What follows belongs to an exercise in optimizing a design on an open flow for small area, a short achievable clock period and few clock cycles; a production flow would make more cautious choices. The RTL was checked by simulation tests, not by an equivalence proof against the original design. Power and IR drop assume default switching activity.

File: design/flow/design.v
module divider
(
	input  wire        clk         ,
	input  wire        rst         ,
	input  wire [63:0] divisor     ,
	input  wire [63:0] dividend    ,
	input  wire [9 :0] inst_op_f3  ,
	input  wire        div_ready   ,
	output wire [63:0] div_rem_data,
	output wire        div_finish  ,
	output wire        busy_o
);
	reg        st_idle;  
	reg        st_norm;  
	reg        st_iter;  
	reg        st_neg;   
	reg        st_done;  
	reg [63:0] rem_r;    
	reg [64:0] dsr_r;    
	reg [63:0] res_r;    
	reg [5:0]  cnt_r;    
	reg [6:0]  lza_r;    
	reg [6:0]  lzb_r;    
	reg        w_r;      
	reg        out_rem_r; 
	reg        a_neg_r;  
	reg        b_neg_r;  
	reg        neg_r;    
	reg        fast_r;   
	reg        fneg_r;   
	function [10:0] lzc64;
		input [63:0] x;
		integer i;
		reg [31:0] v1; reg [31:0] c1;
		reg [15:0] v2; reg [31:0] c2;
		reg [7:0]  v3; reg [23:0] c3;
		reg [3:0]  v4; reg [15:0] c4;
		reg [1:0]  v5; reg [9:0]  c5;
		begin
			for (i = 0; i < 32; i = i + 1) begin
				v1[i] = x[2*i+1] | x[2*i];
				c1[i] = ~x[2*i+1];
			end
			for (i = 0; i < 16; i = i + 1) begin
				v2[i] = v1[2*i+1] | v1[2*i];
				c2[2*i+:2] = v1[2*i+1] ? {1'b0, c1[2*i+1]} : {1'b1, c1[2*i]};
			end
			for (i = 0; i < 8; i = i + 1) begin
				v3[i] = v2[2*i+1] | v2[2*i];
				c3[3*i+:3] = v2[2*i+1] ? {1'b0, c2[2*(2*i+1)+:2]} : {1'b1, c2[2*(2*i)+:2]};
			end
			for (i = 0; i < 4; i = i + 1) begin
				v4[i] = v3[2*i+1] | v3[2*i];
				c4[4*i+:4] = v3[2*i+1] ? {1'b0, c3[3*(2*i+1)+:3]} : {1'b1, c3[3*(2*i)+:3]};
			end
			for (i = 0; i < 2; i = i + 1) begin
				v5[i] = v4[2*i+1] | v4[2*i];
				c5[5*i+:5] = v4[2*i+1] ? {1'b0, c4[4*(2*i+1)+:4]} : {1'b1, c4[4*(2*i)+:4]};
			end
			lzc64 = {c5[4:0], v5[1] ? {1'b0, c5[9:5]} : {1'b1, c5[4:0]}};
		end
	endfunction
	function [6:0] lz_mag;
		input [63:0] x;
		input        sgn;    
		input        w;      
		reg [10:0] c;
		reg [5:0] c64, c32;
		reg       p64, p32;
		reg [6:0] v64;
		reg [5:0] v32;
		begin
			c   = lzc64({x[63:1] ^ x[62:0], 1'b1});
			c64 = c[5:0];
			c32 = {1'b0, c[10:6]};
			p64 = (x[62:0] & ~x[63:1]) == 63'd0;
			p32 = (x[30:0] & ~x[31:1]) == 31'd0;
			v64 = (x[63] & ~sgn) ? 7'd0 : ({1'b0, c64} + {6'd0, ~(x[63] & p64)});
			v32 = (x[31] & ~sgn) ? 6'd0 : ({1'b0, c32[4:0]} + {5'd0, ~(x[31] & p32)});
			lz_mag = w ? {1'b0, v32} + 7'd32 : v64;
		end
	endfunction
	function [63:0] inc64;
		input [63:0] x;
		input cin;
		integer i, l;
		reg [63:0] pp;
		begin
			pp = x;
			for (l = 0; l < 6; l = l + 1)
				for (i = 63; i >= 0; i = i - 1)
					if ((i >> l) & 1)
						pp[i] = pp[i] & pp[((i >> l) << l) - 1];
			inc64[0] = x[0] ^ cin;
			for (i = 1; i < 64; i = i + 1) inc64[i] = x[i] ^ (pp[i-1] & cin);
		end
	endfunction
	function [65:0] add65;
		input [64:0] x, y;
		input cin;
		integer i, l;
		reg [64:0] g, p, gg, pp;
		begin
			g = x & y; p = x ^ y;
			gg = g; pp = p;
			gg[0] = g[0] | (p[0] & cin);
			for (l = 0; l < 7; l = l + 1)
				for (i = 0; i < 65; i = i + 1)
					if ((i >> l) & 1) begin
						gg[i] = gg[i] | (pp[i] & gg[((i >> l) << l) - 1]);
						pp[i] = pp[i] & pp[((i >> l) << l) - 1];
					end
			add65[0] = p[0] ^ cin;
			for (i = 1; i < 65; i = i + 1) add65[i] = p[i] ^ gg[i-1];
			add65[65] = gg[64];
		end
	endfunction
	wire op_w      = inst_op_f3[6];
	wire op_signed = ~inst_op_f3[0];
	wire op_rem    = inst_op_f3[1];
	wire [63:0] xa = op_w ? {{32{op_signed & dividend[31]}}, dividend[31:0]} : dividend;
	wire [63:0] xb = op_w ? {{32{op_signed & divisor[31]}},  divisor[31:0]}  : divisor;
	wire a_neg  = op_signed & (op_w ? dividend[31] : dividend[63]);
	wire b_neg  = op_signed & (op_w ? divisor[31]  : divisor[63]);
	wire b_zero = (divisor[31:0] == 32'd0) & (op_w | (divisor[63:32] == 32'd0));
	wire b_one  = (xb == 64'd1) | (op_signed & (xb == {64{1'b1}}));
	wire [6:0]  sh      = lzb_r - lza_r;
	wire        early   = fast_r | (lza_r > lzb_r);
	wire [63:0] neg_in  = (st_neg & ~out_rem_r) ? res_r : rem_r;
	wire [63:0] neg_out = inc64(~neg_in, 1'b1);
	wire [64:0] dsr_sh  = dsr_r << sh[5:0];
	wire [65:0] t1 = add65({1'b0, rem_r}, dsr_r, ~b_neg_r);
	wire        q1 = ~t1[64];   
	wire [63:0] r1 = q1 ? t1[63:0] : rem_r;
	wire        last = (cnt_r == 6'd0);
	always @(posedge clk) begin
		lza_r   <= lz_mag(dividend, op_signed, op_w);
		lzb_r   <= lz_mag(divisor, op_signed, op_w);
		a_neg_r <= a_neg;
		fast_r  <= b_zero | b_one;
		fneg_r  <= ~op_rem & b_one & b_neg;
		dsr_r   <= st_idle ? {b_neg, xb} :
		           st_norm ? (b_neg_r ? dsr_sh : ~dsr_sh) :
		                     {1'b1, dsr_r[64:1]};
		cnt_r   <= st_norm ? sh[5:0] : cnt_r - 6'd1;
	end
	always @(posedge clk) begin
		if (st_idle) begin
			rem_r     <= xa;
			res_r     <= {64{b_zero}};
			w_r       <= op_w;
			out_rem_r <= op_rem ? ~b_one : (b_one & ~b_neg);
			b_neg_r   <= b_neg;
			neg_r     <= op_rem ? a_neg : (a_neg ^ b_neg);
		end
		if (st_norm) begin
			if (a_neg_r)
				rem_r <= neg_out;
			res_r <= fneg_r ? neg_out : 64'd0;
		end
		if (st_iter) begin
			rem_r <= r1;
			res_r <= {res_r[62:0], q1};
		end
		if (st_neg) begin
			if (out_rem_r)
				rem_r <= neg_out;
			else
				res_r <= neg_out;
		end
	end
	always @(posedge clk) begin
		st_idle <= rst | (st_idle & ~div_ready) | (st_norm & early & ~fneg_r) | st_done;
		st_norm <= ~rst & st_idle & div_ready;
		st_iter <= ~rst & ((st_norm & ~early) | (st_iter & ~last));
		st_neg  <= ~rst & st_iter & last & neg_r;
		st_done <= ~rst & ((st_norm & early & fneg_r) | (st_iter & last & ~neg_r) | st_neg);
	end
	wire [63:0] res = out_rem_r ? rem_r : res_r;
	assign div_rem_data = w_r ? {{32{res[31]}}, res[31:0]} : res;
	assign div_finish   = st_done | (st_norm & early & ~fneg_r);
	assign busy_o       = st_iter | st_neg;
endmodule
File: design/flow/flow/run.sh
#!/bin/bash
set -euo pipefail
bash standard.sh "BUFFER_PORTS_ARGS=-buffer_cell sky130_fd_sc_hd__buf_2" finish > standard.log 2>&1
File: design/flow/standard.sh
#!/bin/bash
# synth_recipe.tcl (not shown) runs the flow's synth.tcl, then flattens the netlist and writes it again
# the make line also repeats each setting of config.mk as NAME=value (left out here)
make -C /OpenROAD-flow-scripts/flow DESIGN_CONFIG=/design/flow/config.mk WORK_HOME=/design/flow/orfs CLKGATE_MAP_FILE= SYNTH_SCRIPT=/design/flow/synth_recipe.tcl "${@:-finish}"
File: design/flow/config.mk
export PLATFORM = sky130hd
export DESIGN_NAME = divider
export DESIGN_NICKNAME = divider
export VERILOG_FILES = /design/flow/design.v
export SDC_FILE = /design/flow/constraint.sdc
export NUM_CORES = 4
export LEC_CHECK = 0
export CAP_MARGIN = 20
export CORE_MARGIN = 2
export CORE_UTILIZATION = 40
export SETUP_SLACK_MARGIN = 5
export SLEW_MARGIN = 20
File: design/flow/constraint.sdc
create_clock -name core_clock -period 10.0 [get_ports {clk}]
set_input_delay 2.0000 -clock core_clock [delete_from_list [all_inputs] [get_ports {clk}]]
set_output_delay 2.0000 -clock core_clock [all_outputs]
set_load 0.01 [all_outputs]
==> reports/metrics.yaml, run 1 <==
grt:
  grt_overflow: 0
  globalRouteTotalUtil: 0.297
  grt_pass1_wl_mm: 159
  antenna_found_initial: 3
  grt_pass1_vias: 25600
  grt_max_degree: 115
placed_design:
  pre_cts_slack_ps: 3920
  gp_congestion: 0.986
  portBuffers: 199
  place_hpwl_mm: 78.1
  dp_cells: 4367
layout:
  drive_above_1_share: 0.130
  area_delta_synth_final_pct: 10.2
  layout.nets: 3833
  post-route-util: 0.445
  instances_no_fill: 4426
  antenna_cells: 0
  fill_cells: 6746
setup_path:
  crit_path_start_kind: "register"
  cp.arrival_ps: 2860
  worstSetupEndpointType: "output port"
  crit_type: "register to output port"
  crit_required_ps: 8000
  cp_max_fo: 53
clocking:
  path_clk_slew_ps: 60
  cts-htree-levels: 1
  cts_tree: "built"
  cts_buffers: 30
  cts_hold_buffers: 0
  cts.sinks: 225
  clock_latency_ps: 610
  clock_path_buffers: 3
  cts_root_buf: "clkbuf_16"
floorplanning:
  fp.dieW_microns: 261
  core_area_sq_um: 65600
  rows: 94
  pin_count: 207
  initial_core_util: 0.404
  die_h_microns: 261
  die_area_sq_um: 68300
synthesis:
  synth_top_cell_by_area: "dfxtp_1"
  ys_seq_area_frac: 0.171
  yosysMostFrequentCell: "a21oi_1"
  synth_top_flop_cell: "dfxtp_1"
  ys_ff_latch: 225
  synth_edf_count: 4
  synth.top_cell.area_share: 0.167
  ys_top_cells_by_area: "dfxtp_1 17%, mux2i_1 11%, ha_1 6.8%"
  synth_nets: 3812
  synth_cell_types: 88
  async_flop_share: 0
  synth_commonest_cells: "334 x a21oi_1, 297 x mux2i_1, 277 x nand2_1, 267 x nor2_1, 228 x o21ai_0"
  syn_area_sq_um: 26500
  synth_warnings: 1
  synth_cells: 3520
  syn_area_per_cell_sq_um: 7.53
sta:
  rsz0062_at_grt: "false"
  tightest_slew_ps: 1220
  relSlewSlack: 0.185
  fin_crit_ps: 4860
  setup_viol: 0
  max_freq_ghz: 0.206
  slew_violations: 0
  hold_violations: 0
  finalSetupTns_ps: 0
  final.period_utilization: 0.486
  setup_ws_ps: 5140
  clock_skew_ps: 21.6
pwr:
  powerDensity_nw_per_um2: 226
  p_leak_nw: 12.4
  vdd_drop_max_uv: 161
  power_mw: 6.61
routing:
  viasPerCell: 6.37
  post_drt_wl_per_cell_microns: 24.0
  via_count: 28200
  drt_first_pass_iters: 5
  routed_wl_mm: 106
  drt_iter0_markers: 3474
  postRouteAntennaNets: 0
  drcViolationCount: 0
flow_run:
  maxCapViolCount: 0
run_status:
  status: "timing/DRC/antenna clean"
hold_path:
  hold_path.class: "register to register"
[cells in the final DEF, fill, tap and decap left out, types with 27 or more instances in the layout]
cell / synthesis / final
nor4_1: 45 / 44
xor2_1: 81 / 79
mux2i_1: 297 / 297
o211ai_1: 32 / 32
dfxtp_1: 221 / 216
o22ai_1: 78 / 78
inv_1: 156 / 152
ha_1: 143 / 140
or3_1: 47 / 47
nand4_1: 52 / 52
a311oi_1: 27 / 27
nor3_1: 86 / 85
a21oi_1: 334 / 333
a21o_1: 38 / 38
buf_4: 1 / 42
nand3_1: 55 / 54
buf_2: 5 / 199
mux2_2: 62 / 62
a221o_1: 38 / 38
nor2b_1: 52 / 50
xnor2_1: 136 / 134
a22oi_1: 37 / 36
a211oi_1: 61 / 61
nand2_1: 277 / 276
clkbuf_16: 0 / 30
a221oi_1: 33 / 33
mux4_2: 34 / 34
nor2_1: 267 / 261
o21ai_0: 228 / 228
[report_power, final]
group          internal [mW]  switching (mW)  leakage (nW)
Combinational           1.66            2.47          10.1
Clock                  0.628           0.460         0.483
Sequential              1.05           0.339          1.88
Total                   3.33            3.27          12.4
[layout make-up]
| cell class | count | area (sq um) | area share |
|---|---|---|---|
| well taps | 864 | 1080 | 0.0370 |
| multi-input cells | 2879 | 20600 | 0.704 |
| clock buffers | 47 | 925 | 0.0317 |
| clock inverters | 6 | 45.0 | 0.00154 |
| repair buffers | 248 | 1440 | 0.0492 |
| inverters | 157 | 593 | 0.0203 |
| flip-flops and latches | 225 | 4560 | 0.156 |
[stage by stage]
step / hold WS [ps] / area, sq um
finish: 491 / 29200
global route: 511 / 29200
CTS: 489 / 29100
detailed placement: 480 / 28100
global placement: 460 / 28100
floorplan: 435 / 26500
[routing by layer]
metal  wire (microns)  vias up  track usage
met5                0        -            0
met4             4230        0        0.112
met3             9770      193       0.0458
met2            46600     1416        0.461
li1                 -    13200            -
met1            45600    13400        0.414
[what timing repair did]
action,4_1_cts,5_1_grt
buffers inserted,1,2
endpoints found under the setup margin,45,40
pin swaps,1,3
hold endpoints to repair,0,0
gates cloned,1,0
resized for setup,7,18
[worst max-delay path: stages (launching register included)]
cell      delay [ps]
edfxtp_1         340
buf_4            330
buf_12           390
mux2_2           480
nor2_4           400
a21oi_1          110
buf_2            170
[state kept, by name (all words and copies together) (netlist names), 6 cells and up]
register  count
lza_r         7
dsr_r        65
rem_r        64
lzb_r         7
cnt_r         6
res_r        64
[worst paths after layout]
kind,startpoint,depth (start not counted),slack (ps),end
min reg2reg,cnt_r[0],1,490,cnt_r[0]
max reg2reg,out_rem_r,13,5210,res_r[46]
min,cnt_r[0],1,490,cnt_r[0]
max,out_rem_r,6,5140,div_rem_data[61]
[cells by family after synthesis]
kind of cell / count (synthesis) / share of synthesized area
flip-flops: 225 / 0.171
buffers and inverters: 417 / 0.0598
multiplexers: 394 / 0.168
AND/OR/NAND/NOR: 1003 / 0.184
AO/OA/AOI/OAI: 1112 / 0.270
adder cells (fa/ha/maj): 151 / 0.0735
XOR/XNOR: 218 / 0.0723
Testbench counts, summed over its fixed seeds: cycles 13,401.
==> run 2, diff against run 1 <==
==> design/flow/flow/run.sh (replaced) <==
#!/bin/bash
set -euo pipefail
bash standard.sh "BUFFER_PORTS_ARGS=-buffer_cell sky130_fd_sc_hd__buf_2" SETUP_SLACK_MARGIN=6.0 finish > standard.log 2>&1
--- a/design/flow/config.mk
+++ b/design/flow/config.mk
@@ -10,2 +10,4 @@
 export CORE_UTILIZATION = 40
+export CTS_CLUSTER_DIAMETER = 100
+export CTS_CLUSTER_SIZE = 24
 export SETUP_SLACK_MARGIN = 5
==> run 2 against run 1 <==
Effect of this change: largest power group unchanged; maximum frequency rose by 3.8%; register-to-register slack improved by 840 ps; worst hold slack improved by 8.3 ps; sequential share of layout area shrank 1.6 points; die area stayed put; critical path depth is 6 higher; combinational power grew 15%.
==> reports/metrics.yaml, run 2 <==
pwr:
  p_comb_frac: 0.685
  seqPwrFrac: 0.203
  p_leak_nw: 13.7
  powerDensity_nw_per_um2: 212
  switching_power_mw: 3.51
  switching_share: 0.508
  power.internal_mw: 3.40
  pwr-share-clk: 0.112
  vdd_drop_max_uv: 157
layout:
  final_cell_mix: "319 x a21oi_1, 272 x mux2i_1, 268 x nand2_1"
  largest_registers: "dsr_r: 65 flops, rem_r: 64 flops, res_r: 64 flops"
  drive_above_1_share: 0.217
  final_common_cell: "a21oi_1"
  area_delta_synth_final_pct: 23.0
  fill_cells: 6470
  layout.nets: 3994
  post-route-util: 0.497
  regMostFlops: "dsr_r"
  final_cell_area_sq_um: 32600
  largest_register_ffs: 65
sta:
  relSlewSlack: 0.246
  setup_viol: 0
  clock_skew_ps: 28.9
  fin_crit_ps: 4680
  tightest_slew_ps: 1130
  rsz0062_at_grt: "true"
  finalSetupTns_ps: 0
  slew_violations: 0
  final.period_utilization: 0.468
  max_freq_ghz: 0.214
  hold_violations: 0
setup_path:
  worstSetupEndpointType: "output port"
  cp.arrival_ps: 2680
  endpoint: "div_finish"
  cp_max_fo: 2
  startpoint: "lza_r[1]"
  ff2ff_setup_slack_ps: 6050
  crit_path_start_kind: "register"
  regToRegEndpoint: "rem_r[62]"
  timing.rr.start: "b_neg_r"
  crit_type: "register to output port"
  rr_worst_depth: 18
  crit_required_ps: 8000
synthesis:
  synth_cells: 3520
  yosysMostFrequentCell: "a21oi_1"
  synth_nets: 3812
  ys_seq_area_frac: 0.171
  synth_cell_types: 88
  synth_top_cell_by_area: "dfxtp_1"
  ys_top_cells_by_area: "dfxtp_1 17%, mux2i_1 11%, ha_1 6.8%"
  syn_area_per_cell_sq_um: 7.53
  synth.top_cell.area_share: 0.167
  async_flop_share: 0
  syn_area_sq_um: 26500
  synth_warnings: 1
  ys_ff_latch: 225
  synth_top_flop_cell: "dfxtp_1"
  synth_edf_count: 4
  synth_commonest_cells: "334 x a21oi_1, 297 x mux2i_1, 277 x nand2_1, 267 x nor2_1, 228 x o21ai_0"
grt:
  grt_max_degree: 77
  grt_pass1_vias: 26400
  globalRouteTotalUtil: 0.311
  grt_pass1_wl_mm: 165
  antenna_found_initial: 3
  grt_overflow: 0
routing:
  postRouteAntennaNets: 0
  drt_first_pass_iters: 6
  drcViolationCount: 0
  viasPerCell: 6.47
  post_drt_wl_per_cell_microns: 25.3
  via_count: 29600
  routed_wl_mm: 116
  drt_iter0_markers: 4020
clocking:
  cts.sinks: 225
  cts_tree: "built"
  clock_path_buffers: 3
  path_clk_slew_ps: 100
  cts-htree-levels: 1
  clock_latency_ps: 550
  cts_buffers: 17
  cts_root_buf: "clkbuf_16"
floorplanning:
  core_area_sq_um: 65600
  die_area_sq_um: 68300
  die_h_microns: 261
  rows: 94
  pin_count: 207
  fp.dieW_microns: 261
  initial_core_util: 0.404
placed_design:
  gp_congestion: 0.984
  portBuffers: 199
  place_hpwl_mm: 78.6
  placed_cell_area_sq_um: 28300
hold_path:
  hold_path.class: "register to register"
run_status:
  status: "timing/DRC/antenna clean"
flow_run:
  maxCapViolCount: 0
-- run 2: changes by cell type in the layout (fill, tap and decap cells not counted), moves of 12 or more --
cell,before,now
a21oi_1,333,319
mux2i_2,0,20
o21ai_1,2,18
mux2i_1,297,272
nor4_1,44,32
inv_1,152,140
o21ai_0,228,208
buf_2,199,153
buf_12,3,23
ha_1,140,128
buf_6,2,48
buf_4,42,156
-- run 2: cell type report --
type,count,area (sq um),share of cell area
clock buffers,19,454,0.0139
well taps,864,1080,0.0332
inverters,157,639,0.0196
repair buffers,418,3800,0.117
multi-input cells,2883,21900,0.673
flip-flops and latches,225,4560,0.140
clock inverters,10,110,0.00338
diodes,3,7.51,0.000230
-- run 2: per-layer routing --
layer	wire length (microns)	global-route usage	part of all wire
met5	0	0	0
met4	5600	0.128	0.048
met3	11500	0.0447	0.10
met2	51100	0.479	0.44
met1	47500	0.435	0.41
-- run 2: worst max-delay path, cell delays in order, from the launching register on --
cell and delay (ps):
dfxtp_2 370, inv_2 60, ha_4 210, nor2b_4 120
o21a_1 150, o21a_1 160, o21a_1 160, o21a_1 160
o21a_1 160, o22a_1 210, nor2_2 130, o21bai_2 90
buf_2 150
-- run 2: worst min path at each step --
stage	from	end	slack, ps	depth (start not counted)
after detailed placement	cnt_r[0]	cnt_r[0]	480	1
after floorplan	cnt_r[0]	cnt_r[0]	440	1
after CTS	cnt_r[0]	cnt_r[0]	500	1
after global routing	cnt_r[0]	cnt_r[0]	530	1
final	cnt_r[0]	cnt_r[0]	500	1
after global placement	cnt_r[0]	cnt_r[0]	460	1
-- run 2: power by group through the flow --
stage / sequential [mW] / clock (mW) / combinational, mW
after floorplan: 1.21 / 0 / 3.05
after global placement: 1.38 / 0 / 4.00
after detailed placement: 1.38 / 0 / 4.02
after CTS: 1.36 / 0.780 / 4.26
after global routing: 1.40 / 0.812 / 5.05
final: 1.40 / 0.777 / 4.73
-- run 2: timing repair --
action,in CTS,in global routing
gates resized for setup,213,222
gates cloned,14,15
buffers inserted,68,76
hold buffers,0,0
pin swaps,68,104
setup endpoints to repair,244,207
-- run 2: cells by family after synthesis --
| group | count (synthesis) | synth area share |
|---|---|---|
| fa+ha+maj | 151 | 0.0735 |
| buf+inv | 417 | 0.0598 |
| compound gates | 1112 | 0.270 |
| xor+xnor | 218 | 0.0723 |
| simple gates | 1003 | 0.184 |
| flops | 225 | 0.171 |
| mux | 394 | 0.168 |
-- run 2: per-stage QoR --
| step | cells | setup slack [ps] | hold WS [ps] | total power [mW] |
|---|---|---|---|---|
| 3_5_place_dp | 4374 | 4320 | 479 | 5.40 |
| 5_1_grt | 4579 | 5170 | 532 | 7.26 |
| 2_1_floorplan | 3520 | 5360 | 435 | 4.26 |
| 3_3_place_gp | 4374 | 4290 | 461 | 5.38 |
| 4_1_cts | 4485 | 5300 | 501 | 6.40 |
| 6_report | 4579 | 5320 | 500 | 6.91 |
==> run 3, diff against run 2 <==
==> design/flow/flow/run.sh (replaced) <==
#!/bin/bash
set -euo pipefail
bash standard.sh "BUFFER_PORTS_ARGS=-buffer_cell sky130_fd_sc_hd__buf_2" SETUP_SLACK_MARGIN=5.6 finish > standard.log 2>&1
==> run 3 against run 2 <==
Effect of this change: highest routed layer is now met5; sequential cell count unchanged; combinational power decreased by 9.5%; critical endpoint unchanged; maximum frequency increased by 0.49%; still clean; global-route usage decreased by 0.92 points; power decreased by 7.3%.
==> reports/metrics.yaml, run 3 <==
pwr:
  p_comb_frac: 0.667
  switching_share: 0.514
  power.internal_mw: 3.12
  seqPwrFrac: 0.216
  pwr-share-clk: 0.117
  power_mw: 6.41
  powerDensity_nw_per_um2: 215
  switching_power_mw: 3.29
  vdd_drop_max_uv: 138
  p_leak_nw: 12.6
placed_design:
  pre_cts_slack_ps: 4280
  portBuffers: 199
  gp_congestion: 0.958
  place_hpwl_mm: 78.8
grt:
  grt_pass1_wl_mm: 161
  grt_overflow: 0
  grt_max_degree: 73
  antenna_found_initial: 2
  grt_pass1_vias: 25600
  globalRouteTotalUtil: 0.302
clocking:
  cts_hold_buffers: 0
  cts-htree-levels: 1
  clock_latency_ps: 540
  path_clk_slew_ps: 100
  cts_root_buf: "clkbuf_16"
  cts_tree: "built"
  cts_buffers: 16
  clock_path_buffers: 3
  cts.sinks: 225
floorplanning:
  die_area_sq_um: 68300
  fp.dieW_microns: 261
  initial_core_util: 0.404
  rows: 94
  core_area_sq_um: 65600
  die_h_microns: 261
  pin_count: 207
setup_path:
  path_buf_inv: 1
  cp_max_fo: 3
  crit_path_start_kind: "register"
  cp.arrival_ps: 2660
  rr_worst_depth: 12
  crit_path_cell_trace: "ha_4 > nor2b_1 > o21a_1 > o21a_1 > o21a_1 > o21a_1 > o21a_1 > o22a_1 > nor2_2 > o21bai_2 > buf_2"
  crit_required_ps: 8000
  cpPeakStageDelay_ps: 410
  crit_type: "register to output port"
  path_common_cell: "o21a_1"
  slowest_stage: "dfxtp_2"
  worstSetupEndpointType: "output port"
  cp.depth: 11
  critPathTopFamily: "compound AO/OA/AOI/OAI gates"
  ff2ff_setup_slack_ps: 5660
sta:
  slew_violations: 0
  fin_crit_ps: 4660
  max_freq_ghz: 0.215
  hold_violations: 0
  tightest_slew_ps: 1230
  finalSetupTns_ps: 0
  setup_ws_ps: 5340
  setup_viol: 0
  relSlewSlack: 0.175
  final.period_utilization: 0.466
  clock_skew_ps: 24.4
  rsz0062_at_grt: "true"
layout:
  final_cell_mix: "331 x a21oi_1, 293 x mux2i_1, 275 x nand2_1"
  drive_above_1_share: 0.155
  layout.nets: 3873
  largest_register_ffs: 65
  regMostFlops: "dsr_r"
  final_common_cell: "a21oi_1"
  area_delta_synth_final_pct: 12.3
  largest_registers: "dsr_r: 65 flops, rem_r: 64 flops, res_r: 64 flops"
routing:
  drcViolationCount: 0
  viasPerCell: 6.36
  via_count: 28400
  drt_iter0_markers: 3656
  routed_wl_mm: 108
  drt_first_pass_iters: 8
  postRouteAntennaNets: 0
  post_drt_wl_per_cell_microns: 24.3
synthesis:
  synth.top_cell.area_share: 0.167
  syn_area_per_cell_sq_um: 7.53
  ys_ff_latch: 225
  syn_area_sq_um: 26500
  async_flop_share: 0
  synth_commonest_cells: "334 x a21oi_1, 297 x mux2i_1, 277 x nand2_1, 267 x nor2_1, 228 x o21ai_0"
  synth_top_cell_by_area: "dfxtp_1"
  synth_warnings: 1
  synth_edf_count: 4
  ys_top_cells_by_area: "dfxtp_1 17%, mux2i_1 11%, ha_1 6.8%"
  synth_nets: 3812
  synth_cell_types: 88
  ys_seq_area_frac: 0.171
  synth_top_flop_cell: "dfxtp_1"
  yosysMostFrequentCell: "a21oi_1"
  synth_cells: 3520
hold_path:
  hold_path.class: "register to register"
  whs_path_depth: 1
flow_run:
  maxCapViolCount: 0
run_status:
  status: "timing/DRC/antenna clean"
[run 3: changes by cell type in the layout (fill, tap and decap cells not counted), moves of 15 or more]
cell	before	now
buf_2	153	193
buf_4	156	83
buf_6	48	5
mux2i_1	272	293
mux2i_2	20	4
o21ai_0	208	223
[run 3: layout make-up]
type / instances / area, sq um
fill: 6737 / 35900
multi-input combinational: 2882 / 21000
sequential: 225 / 4560
timing repair buffer: 299 / 2020
tap: 864 / 1080
inverter: 157 / 617
clock buffer: 18 / 429
clock inverter: 10 / 108
antenna: 1 / 2.50
[run 3: power by group through the flow]
| stage | Sequential (mW) | Clock, mW | Combinational (mW) |
|---|---|---|---|
| floorplan | 1.21 | 0 | 3.05 |
| global placement | 1.38 | 0 | 4.00 |
| detailed placement | 1.38 | 0 | 4.02 |
| CTS | 1.36 | 0.749 | 4.14 |
| global route | 1.39 | 0.776 | 4.62 |
| finish | 1.39 | 0.747 | 4.28 |
[run 3: routing by layer]
metal / part of all wire / up-vias / track usage
met5: 0.00011 / - / 0
met1: 0.43 / 13500 / 0.425
met2: 0.44 / 1416 / 0.473
li1: - / 13200 / -
met3: 0.086 / 193 / 0.0344
met4: 0.042 / 2 / 0.113
[run 3: repair_timing]
item	CTS	global route
setup endpoints to repair	212	111
gates cloned	6	1
gates resized for setup	75	37
buffers inserted	30	17
pin swaps	24	16
[run 3: path summary, 6_finish.rpt]
check | start | to
min | cnt_r[0] | cnt_r[0]
max reg2reg | out_rem_r | res_r[57]
min reg2reg | cnt_r[0] | cnt_r[0]
max | lzb_r[1] | div_finish
[run 3: worst reg2reg max path, cell delays in order (launching register included)]
cell,delay (ps)
edfxtp_1,450
buf_4,200
clkbuf_16,200
or4b_2,680
o31ai_1,110
o211a_1,420
nand4_1,300
or3_4,560
nor3_1,380
nand2_1,110
xor2_1,340
o22ai_1,160
a221o_1,310
[run 3: through the flow]
stage	hold WS, ps	area, sq um	std cells	utilization
2_1_floorplan	435	26700	3520	-
3_3_place_gp	459	28200	4372	0.430
3_5_place_dp	463	28300	4373	0.431
4_1_cts	478	29500	4437	0.449
5_1_grt	501	29800	4456	0.453
6_report	472	29800	4456	0.453
[run 3: cells by family after synthesis]
kind of cell,synth area share
DFF,0.171
AOI/OAI and AO/OA,0.270
adders and majority gates,0.0735
xor gates and xnor gates,0.0723
buffers and inverters,0.0598
muxes,0.168
and+or+nand+nor,0.184
==> run 4, diff against run 3 <==
--- a/design/flow/config.mk
+++ b/design/flow/config.mk
@@ -11,3 +11,4 @@
 export CTS_CLUSTER_DIAMETER = 100
-export CTS_CLUSTER_SIZE = 24
+export CTS_CLUSTER_SIZE = 20
+export PLACE_DENSITY = 0.8
 export SETUP_SLACK_MARGIN = 5
==> run 4 against run 3 <==
Effect of this change: utilization shrank 0.30 points; sequential cell count did not move; critical endpoint unchanged; maximum frequency up 0.86%; still clean on timing, DRC and antenna; first-iteration DRC count grew 18%; synthesized area stayed put; die area unchanged; cell count is 0.43% lower; worst hold slack better by 8.9 ps; synthesized cell count unchanged; register-to-register slack improved by 20 ps.
==> reports/metrics.yaml, run 4 <==
layout:
  multi_input_area_sq_um: 21000
  area_delta_synth_final_pct: 11.5
  fill_cells: 6455
  regMostFlops: "dsr_r"
  largest_register_ffs: 65
  final_cell_mix: "332 x a21oi_1, 296 x mux2i_1, 275 x nand2_1"
  regArea_sq_um: 4560
  instances_no_fill: 4437
  final_cell_area_sq_um: 29600
  layout.nets: 3857
  largest_registers: "dsr_r: 65 flops, rem_r: 64 flops, res_r: 64 flops"
  final_common_cell: "a21oi_1"
  post-route-util: 0.450
  drive_above_1_share: 0.150
grt:
  grt_max_degree: 73
  grt_overflow: 0
  grt_pass1_wl_mm: 158
  globalRouteTotalUtil: 0.292
  antenna_found_initial: 3
  grt_pass1_vias: 26400
setup_path:
  ff2ff_setup_slack_ps: 5680
  endpoint: "div_finish"
  cpPeakStageDelay_ps: 370
  slowest_stage: "dfxtp_2"
  worstSetupEndpointType: "output port"
  crit_path_start_kind: "register"
  cp_max_fo: 2
  crit_required_ps: 8000
  cp.arrival_ps: 2620
  timing.rr.start: "out_rem_r"
  crit_type: "register to output port"
  rr_worst_depth: 12
  regToRegEndpoint: "res_r[46]"
  crit_path_cell_trace: "inv_2 > ha_4 > nor2b_4 > o21a_1 > o21a_1 > o21a_1 > o21a_1 > o21a_1 > o22a_1 > nor2_2 > o21bai_2 > buf_6"
  path_common_cell: "o21a_1"
  startpoint: "lza_r[1]"
clocking:
  path_clk_slew_ps: 80
  cts_tree: "built"
  cts.sinks: 225
  clock_latency_ps: 530
  cts_hold_buffers: 0
  cts_buffers: 15
  cts_root_buf: "clkbuf_16"
  cts-htree-levels: 1
  clock_path_buffers: 3
synthesis:
  syn_area_sq_um: 26500
  synth_cells: 3520
  synth_commonest_cells: "334 x a21oi_1, 297 x mux2i_1, 277 x nand2_1, 267 x nor2_1, 228 x o21ai_0"
  syn_area_per_cell_sq_um: 7.53
  async_flop_share: 0
  yosysMostFrequentCell: "a21oi_1"
  synth_top_flop_cell: "dfxtp_1"
  ys_ff_latch: 225
  ys_top_cells_by_area: "dfxtp_1 17%, mux2i_1 11%, ha_1 6.8%"
  synth_top_cell_by_area: "dfxtp_1"
  synth_nets: 3812
  ys_seq_area_frac: 0.171
  synth_cell_types: 88
  synth_warnings: 1
  synth.top_cell.area_share: 0.167
  synth_edf_count: 4
pwr:
  power_mw: 6.29
  powerDensity_nw_per_um2: 213
  vdd_drop_max_uv: 146
  p_leak_nw: 12.5
routing:
  via_count: 29300
  drcViolationCount: 0
  dr_wl_met3_mm: 13.6
  postRouteAntennaNets: 0
  drt_iter0_markers: 4315
  drt_first_pass_iters: 17
  post_drt_wl_per_cell_microns: 23.8
  met2_wirelength_mm: 45.6
  routed_wl_mm: 106
  m1WireLength_mm: 40.8
  viasPerCell: 6.61
  routed.top_layer: "met5"
sta:
  slew_violations: 0
  clock_skew_ps: 24.0
  rsz0062_at_grt: "true"
  relSlewSlack: 0.208
  max_freq_ghz: 0.216
  tightest_slew_ps: 1190
  setup_viol: 0
  fin_crit_ps: 4620
  final.period_utilization: 0.462
  setup_ws_ps: 5380
  finalSetupTns_ps: 0
  hold_violations: 0
  timing.hold.ws_ps: 481
placed_design:
  portBuffers: 199
  gp_congestion: 1.01
  pre_cts_slack_ps: 4030
  place_hpwl_mm: 76.1
  placed_cell_area_sq_um: 28200
  dp_cells: 4369
hold_path:
  hold_path.class: "register to register"
  holdCritStartpoint: "cnt_r[0]"
floorplanning:
  pin_count: 207
  rows: 94
  initial_core_util: 0.404
  die_area_sq_um: 68300
  core_area_sq_um: 65600
  fp.dieW_microns: 261
  die_h_microns: 261
run_status:
  status: "timing/DRC/antenna clean"
flow_run:
  maxCapViolCount: 0
## run 4: cell counts after synthesis
No cell type changed its count.
## run 4: logic make-up (layout without fill, tap and decap cells)
group / after synthesis / in the layout / synth area share
other: 0 / 2 / 0
AOI/OAI and AO/OA: 1112 / 1112 / 0.270
DFF: 225 / 225 / 0.171
adders and majority gates: 151 / 151 / 0.0735
and+or+nand+nor: 1003 / 1008 / 0.184
xor gates and xnor gates: 218 / 218 / 0.0723
buffers and inverters: 417 / 463 / 0.0598
muxes: 394 / 394 / 0.168
## run 4: layer usage
| metal | track usage | vias to the layer above |
|---|---|---|
| li1 | - | 13200 |
| met5 | 0 | - |
| met2 | 0.448 | 2110 |
| met3 | 0.0616 | 363 |
| met4 | 0.140 | 2 |
| met1 | 0.389 | 13600 |
## run 4: power by group
part	switching [mW]	internal [mW]
clock	0.360	0.283
combinational	2.56	1.72
sequential	0.326	1.05
total	3.25	3.04
## run 4: worst max-delay path, delay by kind of cell, from the launching register on
family	cells	cell delay, ps
adders and majority gates	1	210
DFF	1	370
buffers and inverters	2	200
and+or+nand+nor	2	250
AOI/OAI and AO/OA	7	1090
## run 4: final cells by class
cell class / instances / area share
multi-input cells: 2883 / 0.710
flip-flops and latches: 225 / 0.154
repair buffers: 283 / 0.0636
well taps: 864 / 0.0366
inverters: 157 / 0.0211
clock buffers: 20 / 0.0133
clock inverters: 3 / 0.000889
diodes: 2 / 0.000169
## run 4: what timing repair did
action / CTS / global route
pin swaps: 20 / 17
cloned: 7 / 1
gates resized for setup: 65 / 55
setup endpoints to repair: 170 / 85
setup buffers: 21 / 14
## run 4: how the worst min path moves through the flow
| stage | end | slack [ps] | cells past startpoint |
|---|---|---|---|
| 6_report | cnt_r[0] | 480 | 1 |
| 5_1_grt | cnt_r[0] | 500 | 1 |
| 4_1_cts | cnt_r[0] | 480 | 1 |
| 3_5_place_dp | cnt_r[0] | 470 | 1 |
| 3_3_place_gp | cnt_r[0] | 460 | 1 |
| 2_1_floorplan | cnt_r[0] | 440 | 1 |
==> run 5, diff against run 4 <==
--- a/design/flow/config.mk
+++ b/design/flow/config.mk
@@ -12,3 +12,3 @@
 export CTS_CLUSTER_SIZE = 20
-export PLACE_DENSITY = 0.8
+export PLACE_DENSITY = 0.9
 export SETUP_SLACK_MARGIN = 5
==> run 5 against run 4 <==
Effect of this change: synthesized area did not move; sequential share of layout area is essentially flat; worst hold slack improved by 8.9 ps; sequential power hardly changed; clock skew hardly changed; critical path depth did not move; die area unchanged; register-to-register slack better by 40 ps; cell area grew 0.14%; global-route usage up 0.29 points; maximum frequency fell by 0.97%.
==> reports/metrics.yaml, run 5 <==
run_status:
  status: "timing/DRC/antenna clean"
floorplanning:
  die_area_sq_um: 68300
  initial_core_util: 0.404
  fp.dieW_microns: 261
  pin_count: 207
  rows: 94
  die_h_microns: 261
  core_area_sq_um: 65600
synthesis:
  syn_area_sq_um: 26500
  synth_edf_count: 4
  synth_nets: 3812
  ys_seq_area_frac: 0.171
  ys_ff_latch: 225
  synth_top_family_by_area: "compound AO/OA/AOI/OAI gates"
  synth_compound_area_frac: 0.270
  muxShareOfSynthArea: 0.168
  synth_cells: 3520
  yosysMostFrequentCell: "a21oi_1"
  synth_warnings: 1
  synth_xor_area_frac: 0.0723
  synth_top_cell_by_area: "dfxtp_1"
  syn_area_per_cell_sq_um: 7.53
  synth_cell_types: 88
  ys_top_cells_by_area: "dfxtp_1 17%, mux2i_1 11%, ha_1 6.8%"
  synth.top_cell.area_share: 0.167
  synth_fa_ha_area_frac: 0.0735
  synthSimpleGateAreaFrac: 0.184
  synth_commonest_cells: "334 x a21oi_1, 297 x mux2i_1, 277 x nand2_1, 267 x nor2_1, 228 x o21ai_0"
  async_flop_share: 0
  synth_top_flop_cell: "dfxtp_1"
setup_path:
  crit_path_start_kind: "register"
  cp.arrival_ps: 2670
  regToRegEndpoint: "res_r[57]"
  slowest_stage: "dfxtp_2"
  timing.rr.start: "out_rem_r"
  cpPeakStageDelay_ps: 360
  path_common_cell: "o21a_1"
  crit_type: "register to output port"
  ff2ff_setup_slack_ps: 5720
  worstSetupEndpointType: "output port"
  cp_max_fo: 2
  rr_worst_depth: 14
  crit_required_ps: 8000
  crit_path_cell_trace: "inv_2 > ha_4 > nor2b_1 > o21a_1 > o21a_1 > o21a_1 > o21a_1 > o21a_1 > o22a_1 > nor2_4 > o21bai_4 > buf_6"
grt:
  grt_overflow: 0
  antenna_found_initial: 4
  grt_max_degree: 76
  grt_pass1_vias: 27500
  globalRouteTotalUtil: 0.295
  grt_pass1_wl_mm: 160
routing:
  drt_iter0_markers: 5435
  drcViolationCount: 0
  via_count: 30000
  postRouteAntennaNets: 0
  post_drt_wl_per_cell_microns: 24.0
  viasPerCell: 6.75
  routed_wl_mm: 106
  drt_first_pass_iters: 9
pwr:
  p_leak_nw: 12.5
  power.internal_mw: 3.06
  switching_power_mw: 3.29
  vdd_drop_max_uv: 136
  p_comb_frac: 0.681
  pwr-share-clk: 0.101
  seqPwrFrac: 0.218
  powerDensity_nw_per_um2: 214
  switching_share: 0.518
layout:
  final_common_cell: "a21oi_1"
  multi_input_area_sq_um: 21100
  area_delta_synth_final_pct: 11.7
  final_cell_mix: "326 x a21oi_1, 292 x mux2i_1, 274 x nand2_1"
  regMostFlops: "dsr_r"
  fill_cells: 6353
  drive_above_1_share: 0.153
  layout.nets: 3854
  largest_registers: "dsr_r: 65 flops, rem_r: 64 flops, res_r: 64 flops"
  regArea_sq_um: 4560
  largest_register_ffs: 65
clocking:
  clock_latency_ps: 520
  cts_buffers: 15
  cts-htree-levels: 1
  cts_root_buf: "clkbuf_16"
  cts_tree: "built"
  path_clk_slew_ps: 100
  clock_path_buffers: 3
  cts.sinks: 225
hold_path:
  holdCritStartpoint: "cnt_r[0]"
  hold_path.class: "register to register"
  whs_path_depth: 1
  holdPathEnd: "cnt_r[0]"
sta:
  hold_violations: 0
  clock_skew_ps: 24.3
  tightest_slew_ps: 1020
  finalSetupTns_ps: 0
  setup_ws_ps: 5330
  final.period_utilization: 0.467
  relSlewSlack: 0.320
  slew_violations: 0
  fin_crit_ps: 4670
  max_freq_ghz: 0.214
  rsz0062_at_grt: "true"
  setup_viol: 0
placed_design:
  portBuffers: 199
  pre_cts_slack_ps: 3920
  gp_congestion: 1.01
  place_hpwl_mm: 76.3
flow_run:
  maxCapViolCount: 0
run 5: cell counts after synthesis:
Identical to the previous run, type by type.
run 5: worst max path at each step:
stage / start / to / cells after the start
after floorplan: divisor[5] / lzb_r[4] / 16
after CTS: lza_r[1] / div_finish / 12
final: lza_r[1] / div_finish / 12
after detailed placement: dividend[31] / lza_r[5] / 14
after global routing: lza_r[1] / div_finish / 12
after global placement: dividend[31] / lza_r[5] / 14
run 5: stage by stage:
stage | utilization | hold WS (ps) | power (mW) | instance area [sq um] | std cells
3_3_place_gp | 0.430 | 457 | 5.25 | 28200 | 4366
2_1_floorplan | - | 435 | 4.26 | 26700 | 3520
5_1_grt | 0.451 | 510 | 6.66 | 29600 | 4434
4_1_cts | 0.446 | 487 | 6.09 | 29300 | 4427
6_report | 0.451 | 490 | 6.35 | 29600 | 4434
3_5_place_dp | 0.430 | 470 | 5.36 | 28200 | 4366
run 5: worst max-delay path: cells and delay by family (launching register included):
family	cells	cell delay, ps
AND/OR/NAND/NOR	2	260
adder cells (fa/ha/maj)	1	210
AO/OA/AOI/OAI	7	1130
flip-flops	1	360
buffers and inverters	2	190
run 5: repair_timing:
item	in CTS	in global routing
resized for setup	76	57
buffers inserted	34	4
cloned	5	0
hold buffers	0	0
setup endpoints to repair	187	135
pin swaps	27	27
run 5: area by class of cell:
| type | instances | area share |
|---|---|---|
| Multi-Input combinational cell | 2881 | 0.712 |
| Clock buffer | 19 | 0.0132 |
| Tap cell | 864 | 0.0365 |
| Inverter | 157 | 0.0210 |
| Clock inverter | 3 | 0.000888 |
| Sequential cell | 225 | 0.154 |
| Antenna cell | 3 | 0.000254 |
| Timing Repair inverter | 1 | 0.000169 |
| Timing Repair Buffer | 281 | 0.0618 |
run 5: layer usage:
layer,share of wire,vias to the layer above,global-route usage
met4,0.060,2,0.160
met1,0.36,13900,0.386
met2,0.43,2405,0.445
met3,0.15,494,0.0718
met5,0.00010,-,0
li1,-,13200,-
run 5: cells by family (layout without fill, tap and decap cells):
family | Yosys count | in the layout
flops | 225 | 225
xor+xnor | 218 | 218
compound gates | 1112 | 1112
fa+ha+maj | 151 | 151
mux | 394 | 394
buf+inv | 417 | 461
simple gates | 1003 | 1006
other cells | 0 | 3
run 5: power groups by stage:
stage          registers [mW]  clock network (mW)  logic, mW
2_1_floorplan            1.21                   0       3.05
3_3_place_gp             1.36                   0       3.90
3_5_place_dp             1.37                   0       3.99
5_1_grt                  1.38               0.667       4.61
6_report                 1.39               0.643       4.32
4_1_cts                  1.35               0.634       4.11
==> run 6, diff against run 5 <==
==> design/flow/flow/run.sh (replaced) <==
#!/bin/bash
set -euo pipefail
bash standard.sh "BUFFER_PORTS_ARGS=-buffer_cell sky130_fd_sc_hd__buf_2" SETUP_SLACK_MARGIN=5.8 finish > standard.log 2>&1
--- a/design/flow/config.mk
+++ b/design/flow/config.mk
@@ -12,3 +12,3 @@
 export CTS_CLUSTER_SIZE = 20
-export PLACE_DENSITY = 0.9
+export PLACE_DENSITY = 0.8
 export SETUP_SLACK_MARGIN = 5
==> run 6 against run 5 <==
Effect of this change: maximum frequency increased by 0.50%; critical path depth stayed put; first-iteration DRC count shrank 22%; utilization increased by 1.7 points; synthesized cell count did not move; cell area is 3.8% higher; combinational power is 1% higher; die area stayed put; sequential cell count unchanged; critical path type unchanged; largest power group unchanged.
==> reports/metrics.yaml, run 6 <==
setup_path:
  worstSetupEndpointType: "output port"
  cpPeakStageDelay_ps: 370
  critPathTopFamily: "compound AO/OA/AOI/OAI gates"
  ff2ff_setup_slack_ps: 5730
  crit_required_ps: 8000
  slowest_stage: "dfxtp_4"
  rr_worst_depth: 15
  path_buf_inv: 2
  crit_type: "register to output port"
  crit_path_cell_trace: "inv_4 > ha_4 > nor2b_4 > o21a_1 > o21a_1 > o21a_1 > o21a_1 > o21a_1 > o22a_1 > nor2_2 > o21bai_2 > buf_4"
  path_common_cell: "o21a_1"
  crit_path_start_kind: "register"
  cp.arrival_ps: 2640
  cp_max_fo: 2
  regToRegEndpoint: "res_r[46]"
  timing.rr.start: "out_rem_r"
layout:
  area_delta_synth_final_pct: 16.0
  final_cell_mix: "295 x a21oi_1, 290 x mux2i_1, 274 x nand2_1"
  layout.nets: 3892
  final_common_cell: "a21oi_1"
  drive_above_1_share: 0.184
  regMostFlops: "dsr_r"
  largest_registers: "dsr_r: 65 flops, rem_r: 64 flops, res_r: 64 flops"
  largest_register_ffs: 65
routing:
  viasPerCell: 6.59
  via_count: 29500
  routed_wl_mm: 107
  drt_iter0_markers: 4256
  postRouteAntennaNets: 0
  post_drt_wl_per_cell_microns: 24.0
  drcViolationCount: 0
  drt_first_pass_iters: 8
pwr:
  p_comb_frac: 0.676
  seqPwrFrac: 0.214
  powerDensity_nw_per_um2: 211
  power.internal_mw: 3.15
  switching_power_mw: 3.33
  power_mw: 6.48
  switching_share: 0.513
  vdd_drop_max_uv: 201
  p_leak_nw: 12.9
  pwr-share-clk: 0.110
sta:
  tightest_slew_ps: 1070
  final.period_utilization: 0.464
  rsz0062_at_grt: "true"
  slew_violations: 0
  clock_skew_ps: 24.3
  fin_crit_ps: 4640
  finalSetupTns_ps: 0
  relSlewSlack: 0.284
  max_freq_ghz: 0.215
  setup_ws_ps: 5360
  hold_violations: 0
  setup_viol: 0
grt:
  grt_pass1_wl_mm: 158
  antenna_found_initial: 2
  grt_pass1_vias: 26600
  grt_overflow: 0
  grt_max_degree: 81
  globalRouteTotalUtil: 0.294
clocking:
  cts.sinks: 225
  clock_path_buffers: 3
  cts_tree: "built"
  cts-htree-levels: 1
  path_clk_slew_ps: 100
  cts_buffers: 16
  cts_root_buf: "clkbuf_16"
  cts_hold_buffers: 0
  clock_latency_ps: 540
synthesis:
  syn_area_sq_um: 26500
  synth_top_cell_by_area: "dfxtp_1"
  syn_area_per_cell_sq_um: 7.53
  synth.top_cell.area_share: 0.167
  ys_top_cells_by_area: "dfxtp_1 17%, mux2i_1 11%, ha_1 6.8%"
  yosysMostFrequentCell: "a21oi_1"
  synth_warnings: 1
  synth_cell_types: 88
  synth_cells: 3520
  synth_nets: 3812
  synth_commonest_cells: "334 x a21oi_1, 297 x mux2i_1, 277 x nand2_1, 267 x nor2_1, 228 x o21ai_0"
  ys_ff_latch: 225
  synth_top_flop_cell: "dfxtp_1"
  ys_seq_area_frac: 0.171
  async_flop_share: 0
  synth_edf_count: 4
hold_path:
  holdCritStartpoint: "res_r[0]"
  whs_path_depth: 2
  hold_path.class: "register to register"
  holdPathEnd: "res_r[0]"
placed_design:
  pre_cts_slack_ps: 3850
  gp_congestion: 1.05
  place_hpwl_mm: 76.2
  portBuffers: 199
floorplanning:
  pin_count: 207
  core_area_sq_um: 65600
  initial_core_util: 0.404
  rows: 94
  die_h_microns: 261
  die_area_sq_um: 68300
  fp.dieW_microns: 261
flow_run:
  maxCapViolCount: 0
run_status:
  status: "timing/DRC/antenna clean"
==> run 6: cell counts after synthesis <==
No cell type changed its count.
==> run 6: per-stage QoR <==
stage,area (sq um),hold slack [ps],cells,utilization
after floorplan,26700,435,3520,-
after global placement,28200,456,4364,0.430
after detailed placement,28200,478,4366,0.430
after CTS,29700,491,4430,0.452
after global routing,30700,555,4472,0.468
final,30700,526,4472,0.468
==> run 6: worst max path at each step <==
| stage | start | to | slack, ps | cells past startpoint |
|---|---|---|---|---|
| after global routing | lza_r[1] | div_finish | 5270 | 12 |
| after CTS | lza_r[1] | div_finish | 5330 | 12 |
| final | lza_r[1] | div_finish | 5360 | 12 |
| after floorplan | divisor[5] | lzb_r[4] | 5360 | 16 |
| after global placement | dividend[31] | lza_r[5] | 3930 | 14 |
| after detailed placement | dividend[31] | lza_r[5] | 3850 | 14 |
==> run 6: cells by family (layout without fill, tap and decap cells) <==
logic type	count (synthesis)	count (layout)	synth area share
xor gates and xnor gates	218	218	0.0723
other	0	1	0
DFF	225	225	0.171
muxes	394	394	0.168
buffers and inverters	417	500	0.0598
and+or+nand+nor	1003	1007	0.184
adders and majority gates	151	151	0.0735
AOI/OAI and AO/OA	1112	1112	0.270
==> run 6: area by class of cell <==
type,instances,area [sq um]
repair buffers,318,2400
clock inverters,5,41.3
well taps,864,1080
multi-input cells,2882,21600
inverters,157,622
fillers,6326,34900
clock buffers,20,447
flip-flops and latches,225,4560
diodes,1,2.50
==> run 6: worst reg2reg max path: cells and delay by family, from the launching register on <==
kind                      cells  cell delay, ps
DFF                           1             440
AOI/OAI and AO/OA             4             930
xor gates and xnor gates      1             200
and+or+nand+nor               5            1830
buffers and inverters         5             800
==> run 6: layer usage <==
layer  part of all wire  wire (microns)  vias up  global-route usage
li1                   -               -    13200                   -
met1               0.38           40800    13800               0.392
met2               0.43           46300     2103               0.447
met3               0.13           13900      378              0.0589
met4              0.058            6180        2               0.153
met5           0.000084               9        -                   0
==> run 6: repair_timing <==
item | in CTS | in global routing
cloned | 9 | 3
pin swaps | 28 | 59
setup buffers | 30 | 38
gates resized for setup | 145 | 154
setup endpoints to repair | 215 | 180
==> run 6: power by group through the flow <==
stage | sequential (mW) | combinational, mW | clock, mW
6_report | 1.38 | 4.38 | 0.714
5_1_grt | 1.39 | 4.67 | 0.737
4_1_cts | 1.35 | 4.14 | 0.712
3_5_place_dp | 1.37 | 3.99 | 0
3_3_place_gp | 1.36 | 3.93 | 0
2_1_floorplan | 1.21 | 3.05 | 0

-- re-timing with driven ports --
How much do the figures lean on ideal ports? The routed layouts below were timed once more, with nothing changed but the port constraints. Step 1 sets driving cells, clkbuf_16 on the clock port and buf_2 on the other inputs (assumed; they add their load-dependent delay and slew). Step 2 times the ports against the registers' clock, not the clock port: input delays grow and output delays shrink by t, the midpoint of the rising clock arrivals with the driver on. Three values: no drivers, after step 1, after step 2; two values: the first two.
| run | t (ns) | slack for setup (ns) | worst setup path at the end | worst data-port slew with drivers (ns) | pins driven straight from the clock port |
|---|---|---|---|---|---|
| run 1 | 0.657 | 5.139 / 5.081 / 4.488 | input to register | 0.06 | 1 |
| run 2 | 0.593 | 5.317 / 5.255 / 4.887 | input to register | 0.08 | 1 |
| run 3 | 0.593 | 5.340 / 5.279 / 4.874 | input to register | 0.07 | 1 |
| run 4 | 0.578 | 5.380 / 5.319 / 4.949 | input to register | 0.08 | 1 |
| run 5 | 0.574 | 5.334 / 5.271 / 4.891 | input to register | 0.08 | 1 |
| run 6 | 0.591 | 5.358 / 5.300 / 4.936 | input to register | 0.08 | 1 |
After both steps setup and hold are still met in every run listed. For run 1, which loses most, drivers alone change the setup slack by -0.058 ns; drivers and shift together by -0.651 ns.
